What follows belongs to an exercise in optimizing a design on an open flow for small area; a production flow would make more cautious choices.
Only simulation tests tie the RTL to the original design; equivalence was not proved.
Power is estimated from default activity; no workload was simulated.

$ cat design/flow/config.mk
export PLATFORM = sky130hd
export DESIGN_NAME = linked_fifo
export DESIGN_NICKNAME = linked_fifo
export VERILOG_FILES = /design/flow/design.v
export SDC_FILE = /design/flow/constraint.sdc
export NUM_CORES = 4
export LEC_CHECK = 0
export CAP_MARGIN = 20
export CORE_MARGIN = 2
export CORE_UTILIZATION = 40
export SLEW_MARGIN = 20
$ cat design/flow/constraint.sdc
create_clock -name core_clock -period 6.0 [get_ports {clk}]
set_input_delay 1.2000 -clock core_clock [delete_from_list [all_inputs] [get_ports {clk}]]
set_output_delay 1.2000 -clock core_clock [all_outputs]
set_load 0.01 [all_outputs]
$ cat design/flow/design.v
module linked_fifo(rst, clk, push, push_fifo, pop, pop_fifo, d, q, empty, full, almost_full);
    parameter WIDTH = 8;
    parameter DEPTH = 32;
    parameter FIFOS = 8;
    parameter LOG2_FIFOS = log2(FIFOS-1);
    parameter LOG2_DEPTH = log2(DEPTH-1);
    parameter FIFO_COUNT = FIFOS;
    input rst;
    input clk;
    input push;
    input [LOG2_FIFOS-1:0] push_fifo;
    input pop;
    input [LOG2_FIFOS-1:0] pop_fifo;
    input [WIDTH-1:0] d;
    output [WIDTH-1:0] q;
    output empty;
    output full;
    output reg almost_full;
    reg [WIDTH-1:0] ram [DEPTH - 1:0];
    reg [LOG2_DEPTH:0] linked_ram [DEPTH - 1:0];
    reg ram_we;
    reg [LOG2_DEPTH-1:0] ram_addr_a, ram_addr_b;
    reg [WIDTH-1:0] ram_d, ram_q;
    reg [LOG2_DEPTH:0] linked_ram_d, linked_ram_q;
    reg [WIDTH-1:0] r_q;
    reg [LOG2_DEPTH-1:0] r_beg [FIFOS-1:0];
    reg [LOG2_DEPTH-1:0] r_end [FIFOS-1:0];
    reg [LOG2_DEPTH-1:0] beg_next, beg_curr, end_next, end_curr;
    reg [LOG2_DEPTH-1:0] empty_check;
    reg c_empty;
    reg [LOG2_FIFOS-1:0] beg_ptr, end_ptr;
    reg [LOG2_DEPTH:0] free, next_free;
    reg [LOG2_DEPTH:0] free_count;
    reg beg_we, end_we;
    integer i, j, k;
    reg [LOG2_DEPTH:0] rst_counter, next_rst_counter;
    reg [1:0] state, next_state;
    always @(posedge clk) begin
        if(state != 2) begin
            free_count <= DEPTH-FIFOS;
        end else if(pop & push) begin
        end else if(pop) begin
            free_count <= free_count + 1;
        end else if(push) begin
            free_count <= free_count - 1;
        end
    end
    always @*
        if(free_count < 2)
            almost_full = 1;
        else
            almost_full = 0;
    always @(posedge clk) begin
        if(ram_we) begin
            ram[ram_addr_a] <= ram_d;
        end
        ram_q <= ram[ram_addr_b];
    end
    assign q = ram_q;
    always @*
        ram_d = d;
    always @(posedge clk) begin
        if(ram_we) begin
            linked_ram[ram_addr_a] <= linked_ram_d;
        end
    end
    always @*
        linked_ram_q = linked_ram[ram_addr_b];
    always @(posedge clk) begin
        if(beg_we)
            r_beg[beg_ptr] <= beg_next;
        if(end_we)
            r_end[end_ptr] <= end_next;
    end
    always @* begin
        beg_curr = r_beg[beg_ptr];
        end_curr = r_end[end_ptr];
        empty_check = r_end[beg_ptr];
    end
    always @* begin
        if(empty_check == beg_curr)
            c_empty = 1;
        else
            c_empty = 0;
    end
    assign empty = c_empty;
    always @* begin
        if(rst) begin
            next_rst_counter = 0;
        end else if(rst_counter[LOG2_DEPTH] != 1) begin
            next_rst_counter = rst_counter + 1;
        end else
            next_rst_counter = DEPTH;
    end
    always @(posedge clk)
        rst_counter <= next_rst_counter;
    always @* begin
        if(rst)
            next_state = 0;
        else if((state == 0) && (next_rst_counter == FIFOS))
            next_state = 1;
        else if(rst_counter[LOG2_DEPTH] == 1)
            next_state = 2;
        else
            next_state = state;
    end
    always @(posedge clk) begin
        state <= next_state;
        free <= next_free;
    end
    always @* begin
        ram_we = 0;
        beg_next = 0;
        beg_we = 0;
        end_we = 0;
        end_next = 0;
        beg_ptr = pop_fifo;
        end_ptr = push_fifo;
        next_free = free;
        ram_addr_a = end_curr;
        ram_addr_b = beg_curr;
        linked_ram_d = 0;
        if(state == 0)begin
            ram_we = 0;
            beg_we = 1;
            end_we = 1;
            beg_next = rst_counter;
            end_next = rst_counter;
            beg_ptr = rst_counter;
            end_ptr = rst_counter;
            next_free = FIFOS;
            ram_addr_a = end_curr;
            ram_addr_b = beg_curr;
        end else if(state == 1) begin
            ram_we = 1;
            linked_ram_d = next_rst_counter;
            ram_addr_a = rst_counter;
        end else if(state == 2) begin
            if(push && pop) begin
                ram_we = 1;
                beg_we = 1;
                end_we = 1;
                ram_addr_a = end_curr;
                linked_ram_d = beg_curr;
                end_ptr = push_fifo;
                beg_ptr = pop_fifo;
                end_next = beg_curr;
                beg_next = linked_ram_q;
                ram_addr_b = beg_curr;
            end else if(push) begin
                ram_we = 1;
                end_we = 1;
                ram_addr_a = end_curr;
                linked_ram_d = free; 
                end_ptr = push_fifo;
                end_next = free;
                ram_addr_b = free;
                next_free = linked_ram_q;
            end else if(pop) begin
                beg_we = 1;
                beg_next = linked_ram_q;
                ram_addr_b = beg_curr;
                ram_addr_a = beg_curr;
                next_free = beg_curr;
                ram_we = 1;
                linked_ram_d = free;
            end
        end
    end
    assign full = free[LOG2_DEPTH];
     function integer log2;
    input [31:0] value;
    for (log2=0; value>0; log2=log2+1)
        value = value>>1;
endfunction
endmodule
function integer log2;
    input [31:0] value;
    for (log2=0; value>0; log2=log2+1)
        value = value>>1;
endfunction
$ cat design/flow/run.sh
#!/bin/bash
# synth_recipe.tcl (not shown) runs the flow's synth.tcl, then flattens the netlist and writes it again
# the make line also repeats each setting of config.mk as NAME=value (left out here)
make -C /OpenROAD-flow-scripts/flow DESIGN_CONFIG=/design/flow/config.mk WORK_HOME=/design/flow/orfs CLKGATE_MAP_FILE= SYNTH_SCRIPT=/design/flow/synth_recipe.tcl finish
==> flow_summary.toml <==
[outcome]
run_status = "no timing/DRC/antenna violations"

[grt]
grt_pass1_vias = 15100
grt_pass1_wl_um = 93800
grt_max_degree = 84
grt_usage = 0.201
antenna_found_initial = 0
grt_overflow = 0

[placed_design]
routabilityCongestion = 0.903
place_ws_ps = 423
portBuffers = 28
place_hpwl_um = 38000

[logic_synthesis]
yosysSeqAreaShare = 0.689
synth_area_leader_cell = "edfxtp_1"
synthCells = 1851
synth_top_cells_by_count = "528 x edfxtp_1, 387 x nand2_1, 165 x nor2_1"
syn_area_um2 = 23800
synth_edf_count = 528
synth.area.top_cells = "edfxtp_1 67%, nand2_1 6.1%, mux2i_1 3.0%, nor2_1 2.6%, dfxtp_1 2.4%"
syn_area_per_cell_um2 = 12.9
synth_most_common_cell = "edfxtp_1"
yosysWarnings = 9
synth_top_flop_cell = "edfxtp_1"
synth_top_area_share = 0.666
synth-seq-cells = 556
synth-async-reset-ratio = 0
synth.distinct_cells = 76
synth_fp_nets = 1878

[drt]
dr.pass1.iters = 5
ant_nets = 0
drt_iter0_markers = 1516
via_per_inst = 5.68
routedWlPerCell_um = 22.5
drt_wl_total_um = 61700
drc = 0
dr_total_vias = 15600

[setup_path]
crit_fanout = 10
path_common_cell = "clkdlybuf4s50_1"
r2r_start = "state[1]$_SDFFE_PP0P_"
critical_path_class = "primary input to output pin"
rrSetupSlack_ps = 1240
cp-end-kind = "output pin"
slowest_delay_ps = 570
critPathArrivalTime_ps = 4280
slowest_stage = "clkdlybuf4s50_1"
r2r_cells = 11
crit_chain = "clkdlybuf4s50_1 -> inv_1 -> a31oi_1 -> buf_4 -> o32a_1 -> and2_1 -> xnor2_1 -> nand3_1 -> nor3_1 -> clkdlybuf4s50_1"
worstReg2RegEnd = "r_beg[1][2]$_DFFE_PP_"
cp.required_ps = 4800
startpoint_type = "primary input"

[finish]
syn_to_final_growth_pct = 14.1
seqCellArea_um2 = 16400
antenna_cells = 0
multi_input_area_um2 = 6850
nFillCells = 5222
drive_gt1_frac = 0.130
nets = 1948

[die]
num_rows = 89
core_area_um2 = 58900
die-height_um = 248
ios = 29
start_util = 0.404
fp.dieW_um = 248
fp.dieArea_um2 = 61500

[worst_hold_path]
whs_path_depth = 2
hp-start = "free_count[2]$_SDFFE_PP0P_"
hold_class = "register to register"
hold_end = "free_count[2]$_SDFFE_PP0P_"

[timing]
rsz0062_at_grt = "false"
fin_crit_sh = 0.913
fmax_mhz = 183
slew-limit-headroom = 0.345
skew_ps = 50.0
period_needed_ps = 5480
final-setup-viol-count = 0
slew_violations = 0
worst_pin_slew_ps = 983
setup_ws_ps = 521
finalSetupTns_ps = 0
hold_viol_final = 0

[clock_network]
cts_buffers = 56
htreeDepth = 2
cts-resized-gates = 0
clock-sinks = 556
cts-root-buf = "clkbuf_16"
clk_pin_slew_ps = 50
cts_tree = "built"
cts_setup_buffers = 0
max-clock-path-buffers = 3
hold_buffers = 0
insertion_delay_ps = 650

[pwr]
powerDensity_nw_per_um2 = 354
leakage_nw = 9.38
ir_drop_mv = 0.288

[job]
drv_cap = 0
-- flip-flops by register name, summed over array words and instances, names as in the netlist --
register / flops
linked_ram: 192
state: 2
ram_q: 8
r_end: 40
free_count: 6
free: 6
r_beg: 40
rst_counter: 6
ram: 256
-- worst max path at each step --
stage	startpoint	end	slack, ps
finish	pop_fifo[2]	empty	520
global route	pop_fifo[2]	empty	250
CTS	pop_fifo[2]	empty	550
detailed placement	pop_fifo[2]	r_beg[0][2]$_DFFE_PP_	420
global placement	push	r_beg[0][2]$_DFFE_PP_	450
floorplan	pop_fifo[0]	empty	1680
-- cell type report --
cell class	count	area share
tap	773	0.0356
clock buffer	70	0.0539
sequential	556	0.604
multi-input combinational	1168	0.252
clock inverter	36	0.0124
inverter	10	0.00138
timing repair buffer	129	0.0408
-- metrics by stage --
stage          hold slack, ps   util  area (um^2)  cells  power (W)
2_1_floorplan             462      -        23800   1851    0.00561
3_3_place_gp              490  0.430        25300   2634    0.00628
3_5_place_dp              503  0.431        25400   2635    0.00629
4_1_cts                   511  0.461        27200   2741    0.00969
5_1_grt                   540  0.461        27200   2742     0.0100
6_report                  506  0.461        27200   2742    0.00962
-- worst max-delay path, delay by kind of cell --
| family | cells | cell delay [ps] |
|---|---|---|
| AOI/OAI and AO/OA | 2 | 760 |
| xor gates and xnor gates | 1 | 160 |
| buffers and inverters | 4 | 1510 |
| and+or+nand+nor | 3 | 650 |
-- where the power goes --
part | leakage [nW] | internal [W] | switching (W)
registers | 5.08 | 0.00429 | 0.0000407
logic | 3.43 | 0.000675 | 0.00122
clock network | 0.875 | 0.00188 | 0.00152
-- cell usage in the layout (no fill, tap or decap), types with 32 or more instances in the layout --
master     count
a21oi_1       33
nand2_1      386
nand3_1       90
mux2i_1       71
clkbuf_16     56
a31oi_1       32
a311oi_1      34
buf_4         91
nor2_1       165
edfxtp_1     528
and3_1        33
o21ai_0       41
-- cell families after synthesis --
kind of cell | synth area share
xor+xnor | 0.00515
buf+inv | 0.0272
flops | 0.689
mux | 0.0407
compound gates | 0.0972
fa+ha+maj | 0.00505
simple gates | 0.135
-- layer usage --
layer,global-route usage,up-vias,share of wire
li1,-,7087,-
met1,0.280,7848,0.44
met2,0.333,555,0.48
met3,0.0276,84,0.064
met4,0.0520,0,0.019
met5,0,-,0

[re-timing with driven ports]
How much do the figures lean on ideal ports? The routed layout below was timed once more, with nothing changed but the port constraints. Step 1 sets driving cells, clkbuf_16 on the clock port and buf_2 on the other inputs (assumed; they add their load-dependent delay and slew). Step 2 moves the port delays by t, midway between the first and last clock arrival at a register: inputs arrive t later, outputs are due t later. That takes back most of the time a late clock gives input paths. Three values: no drivers, after step 1, after step 2; two values: the first two.
shift t [ns]: 0.675
slack for setup (ns): 0.521 / 0.495 / 0.273
slew at the worst register clock pin (ns): 0.07 / 0.07
worst data-port slew with drivers (ns): 0.07
pins driven straight from the clock port: 1
After both steps this run still meets setup and hold. The setup slack of this run moves by -0.026 ns with the drivers and by -0.248 ns with both steps.
